This design comes from an exercise in tuning for small area on the open sky130 flow, not from production work. Only simulation tests tie the RTL to the original design; equivalence was not proved. Power figures rest on the tool's default switching activity, not on a simulated workload.

## Datapath
module Datapath(
    input  wire           clk,
    input  wire           rst,
    input  wire           wr,
    input  wire [2:0]     ALUControl,
    input  wire [1:0]     addr1,
    input  wire [1:0]     addr2,
    input  wire [1:0]     addr3,
    output wire           Zero,
    output wire [31:0]    Result
);
Size: about 920 cells after synthesis, roughly 45 I/O pins, roughly 7200 um2 of cells after synthesis.
export LEC_CHECK = 0
export ABC_AREA = 1
export CAP_MARGIN = 20
export CORE_MARGIN = 2
export CORE_UTILIZATION = 40
export PLACE_DENSITY = 0.85
export SLEW_MARGIN = 20
create_clock -name core_clock -period 8.5 [get_ports {clk}]
standard.sh (not shown) runs the stock make flow with config.mk's settings and CLKGATE_MAP_FILE= SYNTH_SCRIPT=/design/flow/synth_recipe.tcl, a recipe that flattens the netlist after the stock synthesis.
==> flow/flow/run.sh <==
#!/bin/bash
# Own flow: the standard synthesis, then its combinational logic re-mapped
# by ABC with an area-oriented script (flip-flops untouched), then the
# standard layout steps from floorplan to finish.
set -euo pipefail
W=$PWD
R=$W/orfs/results/$FLOW_PLATFORM/Datapath/base
LIB=$FLOW_HOME/platforms/$FLOW_PLATFORM/lib/sky130_fd_sc_hd__tt_025C_1v80.lib

bash standard.sh synth > $W/synth_standard.log 2>&1
cp $R/1_2_yosys.v $W/synth_standard.v

DONTUSE=$(sed -n '/DONT_USE_CELLS +=/,/^#/p' $FLOW_HOME/platforms/$FLOW_PLATFORM/config.mk \
    | grep -o 'sky130_fd_sc_hd__[a-z0-9_]*' | sed 's/^/-dont_use /' | tr '\n' ' ')
sed -e "s#@IN@#$W/synth_standard.v#" -e "s#@OUT@#$W/synth_remap.v#" -e "s#@LIB@#$LIB#g" \
    -e "s#@ABC@#$W/flow/remap.abc#" -e "s#@DONTUSE@#$DONTUSE#" $W/flow/remap.ys > $W/remap_run.ys
yosys -q -l $W/remap.log $W/remap_run.ys > /dev/null 2>&1

cp $W/synth_remap.v $R/1_2_yosys.v
rm -f $R/1_synth.odb
bash standard.sh synth > $W/synth_odb.log 2>&1
bash standard.sh REMOVE_ABC_BUFFERS=1 \
    "BUFFER_PORTS_ARGS=-buffer_cell sky130_fd_sc_hd__buf_1" \
    "CTS_ARGS=-sink_clustering_enable -repair_clock_nets -root_buf sky130_fd_sc_hd__clkbuf_16 -buf_list sky130_fd_sc_hd__clkbuf_4 -dont_use_dummy_load" \
    finish > $W/layout.log 2>&1
==> flow/flow/remap.abc <==
strash
&get -n
&dch -f
&nf -R 1000 -C 32
&put
topo
stime -c
==> flow/flow/remap.ys <==
# Re-map the combinational logic of the standard synthesis netlist with a
# different ABC script; the flip-flops (kept as black boxes) and their
# names are left exactly as the standard synthesis made them.
read_verilog @IN@
read_liberty -overwrite -ignore_miss_func @LIB@
setattr -mod -set blackbox 1 sky130_fd_sc_hd__df* sky130_fd_sc_hd__edf* sky130_fd_sc_hd__sdf* sky130_fd_sc_hd__sedf*
hierarchy -top Datapath
flatten
opt_clean -purge
abc -liberty @LIB@ @DONTUSE@ -script @ABC@
read_liberty -lib -overwrite -ignore_miss_func @LIB@
opt_clean -purge
splitnets
opt_clean -purge
hilomap -singleton -hicell sky130_fd_sc_hd__conb_1 HI -locell sky130_fd_sc_hd__conb_1 LO
insbuf -buf sky130_fd_sc_hd__buf_4 A X
check -assert
stat -liberty @LIB@
select Datapath
write_verilog -noattr -nohex -nodec -selected @OUT@
Edit:
- PLACE_DENSITY: 0.85 -> not set
Final area hardly moves.
Final cell count is about the same.
Setup slack gets better by 0.18 ns.
Synthesized area does not change.
Edit:
--- a/flow/flow/run.sh
+++ b/flow/flow/run.sh
@@ -14,5 +14,5 @@
     | grep -o 'sky130_fd_sc_hd__[a-z0-9_]*' | sed 's/^/-dont_use /' | tr '\n' ' ')
 sed -e "s#@IN@#$W/synth_standard.v#" -e "s#@OUT@#$W/synth_remap.v#" -e "s#@LIB@#$LIB#g" \
-    -e "s#@ABC@#$W/flow/remap.abc#" -e "s#@DONTUSE@#$DONTUSE#" $W/flow/remap.ys > $W/remap_run.ys
+    -e "s#@ABC@#$W/flow/remap.abc#" -e "s#@ZABC@#$W/flow/zero.abc#" -e "s#@DONTUSE@#$DONTUSE#" $W/flow/remap.ys > $W/remap_run.ys
 yosys -q -l $W/remap.log $W/remap_run.ys > /dev/null 2>&1
 
--- a/flow/flow/remap.ys
+++ b/flow/flow/remap.ys
@@ -1,5 +1,7 @@
-# Re-map the combinational logic of the standard synthesis netlist with a
-# different ABC script; the flip-flops (kept as black boxes) and their
-# names are left exactly as the standard synthesis made them.
+# Re-map the combinational logic of the standard synthesis netlist with
+# ABC; the flip-flops (kept as black boxes) and their names are left exactly
+# as the standard synthesis made them. The gates that only feed the Zero
+# output (the all-zero detector) are mapped on their own for delay, the
+# rest for area.
 read_verilog @IN@
 read_liberty -overwrite -ignore_miss_func @LIB@
@@ -8,6 +10,15 @@
 flatten
 opt_clean -purge
-abc -liberty @LIB@ @DONTUSE@ -script @ABC@
+select -set zc o:Zero %ci*:-sky130_fd_sc_hd__dfxtp_1
+select -set oc o:Result %ci*:-sky130_fd_sc_hd__dfxtp_1 t:sky130_fd_sc_hd__dfxtp_1 %ci1 %ci*:-sky130_fd_sc_hd__dfxtp_1 %u
+select -set zonly @zc @oc %d
+select -set zcells @zonly t:* %i
+select -set main t:* @zcells %d
+abc -liberty @LIB@ @DONTUSE@ -script @ABC@ @main
 read_liberty -lib -overwrite -ignore_miss_func @LIB@
+select -clear
+abc -liberty @LIB@ @DONTUSE@ -script @ZABC@ @zcells
+read_liberty -lib -overwrite -ignore_miss_func @LIB@
+select -clear
 opt_clean -purge
 splitnets
==> flow/flow/zero.abc (new file) <==
strash
&get -n
&b
&nf -R 0
&put
topo
stime -c
=> Global-route usage grows by 0.24 points. Area after synthesis climbs by 0.51%. Maximum frequency goes down by 0.91%. Critical path depth came out higher by 2. Non-clock buffer count rises by 27. Clock power decreases by about 3%. Design area came out higher by 4.1%. Routed wire length increases by 5.5%. Flip-flop and latch count is unchanged. Power came out higher by 4.5%. Via count went up by 2.4%.

Datapath, a different RTL version from the one above (not shown whole).
For scale: about 890 cells after synthesis, about 45 I/O pins, ~7200 sq um of cells after synthesis.
Settings: LEC_CHECK=0, ABC_AREA=1, CAP_MARGIN=20, CORE_MARGIN=2, CORE_UTILIZATION=40, SLEW_MARGIN=20; clock period 8.5 ns.
==> flow/flow/run.sh <==
#!/bin/bash
# Own flow: the standard synthesis, then its combinational logic re-mapped
# by ABC with an area-oriented script (flip-flops untouched), then the
# standard layout steps from floorplan to finish.
set -euo pipefail
W=$PWD
R=$W/orfs/results/$FLOW_PLATFORM/Datapath/base
LIB=$FLOW_HOME/platforms/$FLOW_PLATFORM/lib/sky130_fd_sc_hd__tt_025C_1v80.lib

bash standard.sh synth > $W/synth_standard.log 2>&1
cp $R/1_2_yosys.v $W/synth_standard.v

DONTUSE=$(sed -n '/DONT_USE_CELLS +=/,/^#/p' $FLOW_HOME/platforms/$FLOW_PLATFORM/config.mk \
    | grep -o 'sky130_fd_sc_hd__[a-z0-9_]*' | sed 's/^/-dont_use /' | tr '\n' ' ')
sed -e "s#@IN@#$W/synth_standard.v#" -e "s#@OUT@#$W/synth_remap.v#" -e "s#@LIB@#$LIB#g" \
    -e "s#@ABC@#$W/flow/remap.abc#" -e "s#@ZABC@#$W/flow/zero.abc#" -e "s#@DONTUSE@#$DONTUSE#" $W/flow/remap.ys > $W/remap_run.ys
yosys -q -l $W/remap.log $W/remap_run.ys > /dev/null 2>&1

cp $W/synth_remap.v $R/1_2_yosys.v
rm -f $R/1_synth.odb
bash standard.sh synth > $W/synth_odb.log 2>&1
bash standard.sh REMOVE_ABC_BUFFERS=1 \
    "BUFFER_PORTS_ARGS=-buffer_cell sky130_fd_sc_hd__buf_1" \
    "CTS_ARGS=-sink_clustering_enable -repair_clock_nets -root_buf sky130_fd_sc_hd__clkbuf_16 -buf_list sky130_fd_sc_hd__clkbuf_4 -dont_use_dummy_load" \
    finish > $W/layout.log 2>&1
==> flow/flow/remap.ys <==
# Re-map the combinational logic of the standard synthesis netlist with
# ABC; the flip-flops (kept as black boxes) and their names are left exactly
# as the standard synthesis made them. The gates that only feed the Zero
# output (the all-zero detector) are mapped on their own for delay, the
# rest for area.
read_verilog @IN@
read_liberty -overwrite -ignore_miss_func @LIB@
setattr -mod -set blackbox 1 sky130_fd_sc_hd__df* sky130_fd_sc_hd__edf* sky130_fd_sc_hd__sdf* sky130_fd_sc_hd__sedf*
hierarchy -top Datapath
flatten
opt_clean -purge
select -set zc o:Zero %ci*:-sky130_fd_sc_hd__dfxtp_1
select -set oc o:Result %ci*:-sky130_fd_sc_hd__dfxtp_1 t:sky130_fd_sc_hd__dfxtp_1 %ci1 %ci*:-sky130_fd_sc_hd__dfxtp_1 %u
select -set zonly @zc @oc %d
select -set zcells @zonly t:* %i
select -set main t:* @zcells %d
abc -liberty @LIB@ @DONTUSE@ -script @ABC@ @main
read_liberty -lib -overwrite -ignore_miss_func @LIB@
select -clear
abc -liberty @LIB@ @DONTUSE@ -script @ZABC@ @zcells
read_liberty -lib -overwrite -ignore_miss_func @LIB@
select -clear
opt_clean -purge
splitnets
opt_clean -purge
hilomap -singleton -hicell sky130_fd_sc_hd__conb_1 HI -locell sky130_fd_sc_hd__conb_1 LO
insbuf -buf sky130_fd_sc_hd__buf_4 A X
check -assert
stat -liberty @LIB@
select Datapath
write_verilog -noattr -nohex -nodec -selected @OUT@
==> flow/flow/zero.abc <==
strash
&get -n
&b
&nf -R 0
&put
topo
stime -c
Scripts as last shown in full above: flow/flow/remap.abc
==> next run, changes <==
--- a/flow/flow/run.sh
+++ b/flow/flow/run.sh
@@ -15,3 +15,3 @@
 sed -e "s#@IN@#$W/synth_standard.v#" -e "s#@OUT@#$W/synth_remap.v#" -e "s#@LIB@#$LIB#g" \
-    -e "s#@ABC@#$W/flow/remap.abc#" -e "s#@ZABC@#$W/flow/zero.abc#" -e "s#@DONTUSE@#$DONTUSE#" $W/flow/remap.ys > $W/remap_run.ys
+    -e "s#@ABC@#$W/flow/remap.abc#" -e "s#@DONTUSE@#$DONTUSE#" $W/flow/remap.ys > $W/remap_run.ys
 yosys -q -l $W/remap.log $W/remap_run.ys > /dev/null 2>&1
@@ -23,3 +23,3 @@
     "BUFFER_PORTS_ARGS=-buffer_cell sky130_fd_sc_hd__buf_1" \
-    "CTS_ARGS=-sink_clustering_enable -repair_clock_nets -root_buf sky130_fd_sc_hd__clkbuf_16 -buf_list sky130_fd_sc_hd__clkbuf_4 -dont_use_dummy_load" \
+    "CTS_ARGS=-sink_clustering_enable -repair_clock_nets -buf_list sky130_fd_sc_hd__clkbuf_8 -dont_use_dummy_load" \
     finish > $W/layout.log 2>&1
==> flow/flow/remap.abc (replaced) <==
strash
&get -n
&dch -f
&nf -R 1000
&put
topo
stime -c
==> flow/flow/remap.ys (replaced) <==
# Re-map the combinational logic of the standard synthesis netlist with a
# different ABC script; the flip-flops (kept as black boxes) and their
# names are left exactly as the standard synthesis made them.
read_verilog @IN@
read_liberty -overwrite -ignore_miss_func @LIB@
setattr -mod -set blackbox 1 sky130_fd_sc_hd__df* sky130_fd_sc_hd__edf* sky130_fd_sc_hd__sdf* sky130_fd_sc_hd__sedf*
hierarchy -top Datapath
flatten
opt_clean -purge
abc -liberty @LIB@ @DONTUSE@ -script @ABC@
read_liberty -lib -overwrite -ignore_miss_func @LIB@
opt_clean -purge
splitnets
opt_clean -purge
hilomap -singleton -hicell sky130_fd_sc_hd__conb_1 HI -locell sky130_fd_sc_hd__conb_1 LO
insbuf -buf sky130_fd_sc_hd__buf_4 A X
check -assert
stat -liberty @LIB@
select Datapath
write_verilog -noattr -nohex -nodec -selected @OUT@
- CORE_UTILIZATION: 40 -> 60
- PLACE_DENSITY: default -> 0.72
removed: flow/flow/zero.abc
Via count increases by 6.7%.
Synthesized cell count increases by 3.3%.
Power increases by 1.2%.
Non-clock buffer count decreases by 24.
Sequential share of layout area increases by 0.66 points.
==> next run, changes <==
--- a/flow/flow/run.sh
+++ b/flow/flow/run.sh
@@ -23,3 +23,3 @@
     "BUFFER_PORTS_ARGS=-buffer_cell sky130_fd_sc_hd__buf_1" \
-    "CTS_ARGS=-sink_clustering_enable -repair_clock_nets -buf_list sky130_fd_sc_hd__clkbuf_8 -dont_use_dummy_load" \
+    "CTS_ARGS=-sink_clustering_enable -repair_clock_nets -root_buf sky130_fd_sc_hd__clkbuf_16 -buf_list sky130_fd_sc_hd__clkbuf_4 -dont_use_dummy_load" \
     finish > $W/layout.log 2>&1
- CORE_UTILIZATION: 60 -> 40
- PLACE_DENSITY: 0.72 -> default
What happened: Maximum frequency barely changes. Worst setup slack is better by 0.016 ns. Core utilization fell by 24 points. Cell area rises slightly. Routed wire length grows by a few percent. Via count goes down by a few percent. Count of clock-buffer cells in the layout stays the same.
==> next run, changes <==
--- a/flow/flow/run.sh
+++ b/flow/flow/run.sh
@@ -23,3 +23,3 @@
     "BUFFER_PORTS_ARGS=-buffer_cell sky130_fd_sc_hd__buf_1" \
-    "CTS_ARGS=-sink_clustering_enable -repair_clock_nets -root_buf sky130_fd_sc_hd__clkbuf_16 -buf_list sky130_fd_sc_hd__clkbuf_4 -dont_use_dummy_load" \
+    "CTS_ARGS=-sink_clustering_enable -repair_clock_nets -buf_list sky130_fd_sc_hd__clkbuf_8 -dont_use_dummy_load" \
     finish > $W/layout.log 2>&1
Outcome: The changed run completed without violations; worst setup slack improves by 0.025 ns; via count is higher by 0.44%; die area does not change; critical path depth does not change; worst hold slack is about the same; total power is higher by 4.7%; register-to-register slack improves by 0.03 ns.

RTL: one of the versions met above, not the one the previous note started from.
For scale: ~920 cells after synthesis, about 45 I/O pins, roughly 7200 µm² of cells after synthesis.
## Datapath
module Datapath(
    input  wire           clk,
    input  wire           rst,
    input  wire           wr,
    input  wire [2:0]     ALUControl,
    input  wire [1:0]     addr1,
    input  wire [1:0]     addr2,
    input  wire [1:0]     addr3,
    output wire           Zero,
    output wire [31:0]    Result
);
==> flow/config.mk <==
export PLATFORM = sky130hd
export DESIGN_NAME = Datapath
export DESIGN_NICKNAME = Datapath
export VERILOG_FILES = /design/flow/design.v
export SDC_FILE = /design/flow/constraint.sdc
export NUM_CORES = 4
export LEC_CHECK = 0
export ABC_AREA = 1
export CAP_MARGIN = 20
export CORE_MARGIN = 2
export CORE_UTILIZATION = 40
export PLACE_DENSITY = 0.92
export SLEW_MARGIN = 20
==> flow/constraint.sdc <==
create_clock -name core_clock -period 8.5 [get_ports {clk}]
set_input_delay 1.7000 -clock core_clock [delete_from_list [all_inputs] [get_ports {clk}]]
set_output_delay 1.7000 -clock core_clock [all_outputs]
set_load 0.01 [all_outputs]
==> flow/flow/run.sh <==
#!/bin/bash
# Own flow: the standard synthesis, then its combinational logic re-mapped
# by ABC with an area-oriented script (flip-flops untouched), then the
# standard layout steps from floorplan to finish.
set -euo pipefail
W=$PWD
R=$W/orfs/results/$FLOW_PLATFORM/Datapath/base
LIB=$FLOW_HOME/platforms/$FLOW_PLATFORM/lib/sky130_fd_sc_hd__tt_025C_1v80.lib

bash standard.sh synth > $W/synth_standard.log 2>&1
cp $R/1_2_yosys.v $W/synth_standard.v

DONTUSE=$(sed -n '/DONT_USE_CELLS +=/,/^#/p' $FLOW_HOME/platforms/$FLOW_PLATFORM/config.mk \
    | grep -o 'sky130_fd_sc_hd__[a-z0-9_]*' | sed 's/^/-dont_use /' | tr '\n' ' ')
sed -e "s#@IN@#$W/synth_standard.v#" -e "s#@OUT@#$W/synth_remap.v#" -e "s#@LIB@#$LIB#g" \
    -e "s#@ABC@#$W/flow/remap.abc#" -e "s#@DONTUSE@#$DONTUSE#" $W/flow/remap.ys > $W/remap_run.ys
yosys -q -l $W/remap.log $W/remap_run.ys > /dev/null 2>&1

cp $W/synth_remap.v $R/1_2_yosys.v
rm -f $R/1_synth.odb
bash standard.sh synth > $W/synth_odb.log 2>&1
bash standard.sh REMOVE_ABC_BUFFERS=1 \
    "BUFFER_PORTS_ARGS=-buffer_cell sky130_fd_sc_hd__buf_1" \
    "CTS_ARGS=-sink_clustering_enable -repair_clock_nets -root_buf sky130_fd_sc_hd__clkbuf_16 -buf_list sky130_fd_sc_hd__clkbuf_4 -dont_use_dummy_load" \
    finish > $W/layout.log 2>&1
==> flow/flow/remap.abc <==
strash
&get -n
&dch -f
&nf -R 1000 -C 32
&put
topo
stime -c
==> flow/flow/remap.ys <==
# Re-map the combinational logic of the standard synthesis netlist with a
# different ABC script; the flip-flops (kept as black boxes) and their
# names are left exactly as the standard synthesis made them.
read_verilog @IN@
read_liberty -overwrite -ignore_miss_func @LIB@
setattr -mod -set blackbox 1 sky130_fd_sc_hd__df* sky130_fd_sc_hd__edf* sky130_fd_sc_hd__sdf* sky130_fd_sc_hd__sedf*
hierarchy -top Datapath
flatten
opt_clean -purge
abc -liberty @LIB@ @DONTUSE@ -script @ABC@
read_liberty -lib -overwrite -ignore_miss_func @LIB@
opt_clean -purge
splitnets
opt_clean -purge
hilomap -singleton -hicell sky130_fd_sc_hd__conb_1 HI -locell sky130_fd_sc_hd__conb_1 LO
insbuf -buf sky130_fd_sc_hd__buf_4 A X
check -assert
stat -liberty @LIB@
select Datapath
write_verilog -noattr -nohex -nodec -selected @OUT@
The first run finished with timing, DRC and antenna clean.
Change:
- PLACE_DENSITY: 0.92 -> 0.75
The new run finished clean.
Cell count barely changes.
Clock skew came out higher by 0.0072 ns.
Die area is unchanged.
Maximum frequency came out higher by a few percent.
Worst setup slack gains 0.17 ns.
Register-to-register slack gains 0.28 ns.
Routed wire length came out lower slightly.
Hold slack barely changes.
Core utilization came out lower by 0.55 points.
Synthesized area does not change.
Final area came out lower slightly.
Change:
- PLACE_DENSITY: 0.75 -> 0.5
Result: Maximum frequency barely changes; wire length grows by 12%; clock power goes up by about 4%; die area stays the same.

## static timing again, ports no longer ideal
The results above use ideal ports. As a check the final layouts listed here were re-extracted and re-timed, cells and wires unchanged. Step 1 sets driving cells, clkbuf_16 on the clock port and buf_2 on the other inputs (assumed; they add their load-dependent delay and slew). Step 2, shift: input delay + t, output delay - t, t = (earliest + latest rising clock arrival at the registers) / 2. This alone moves slack from input paths to output paths. Three values: ideal ports, drivers, drivers and shift; two values: the first two.
| run | t (ns) | slack for setup (ns) | worst register clock-pin slew, ns |
|---|---|---|---|
| the first run of note 1 | 0.412 | 0.194 / 0.164 / 0.164 | 0.11 / 0.11 |
| the second run of note 1 | 0.419 | 0.378 / 0.358 / 0.358 | 0.11 / 0.11 |
| the third run of note 1 | 0.403 | 0.303 / 0.263 / 0.263 | 0.11 / 0.11 |
| the first run of note 2 | 0.406 | 0.349 / 0.325 / 0.325 | 0.12 / 0.12 |
| the second run of note 2 | 0.485 | 0.191 / 0.166 / 0.166 | 0.08 / 0.08 |
| the third run of note 2 | 0.404 | 0.206 / 0.143 / 0.143 | 0.11 / 0.11 |
| the fourth run of note 2 | 0.488 | 0.231 / 0.168 / 0.168 | 0.07 / 0.07 |
| the first run of note 3 | 0.412 | 0.162 / 0.140 / 0.140 | 0.11 / 0.11 |
| the second run of note 3 | 0.413 | 0.333 / 0.296 / 0.296 | 0.12 / 0.12 |
| the third run of note 3 | 0.402 | 0.330 / 0.305 / 0.305 | 0.13 / 0.13 |
After both steps setup and hold are still met in every run listed.
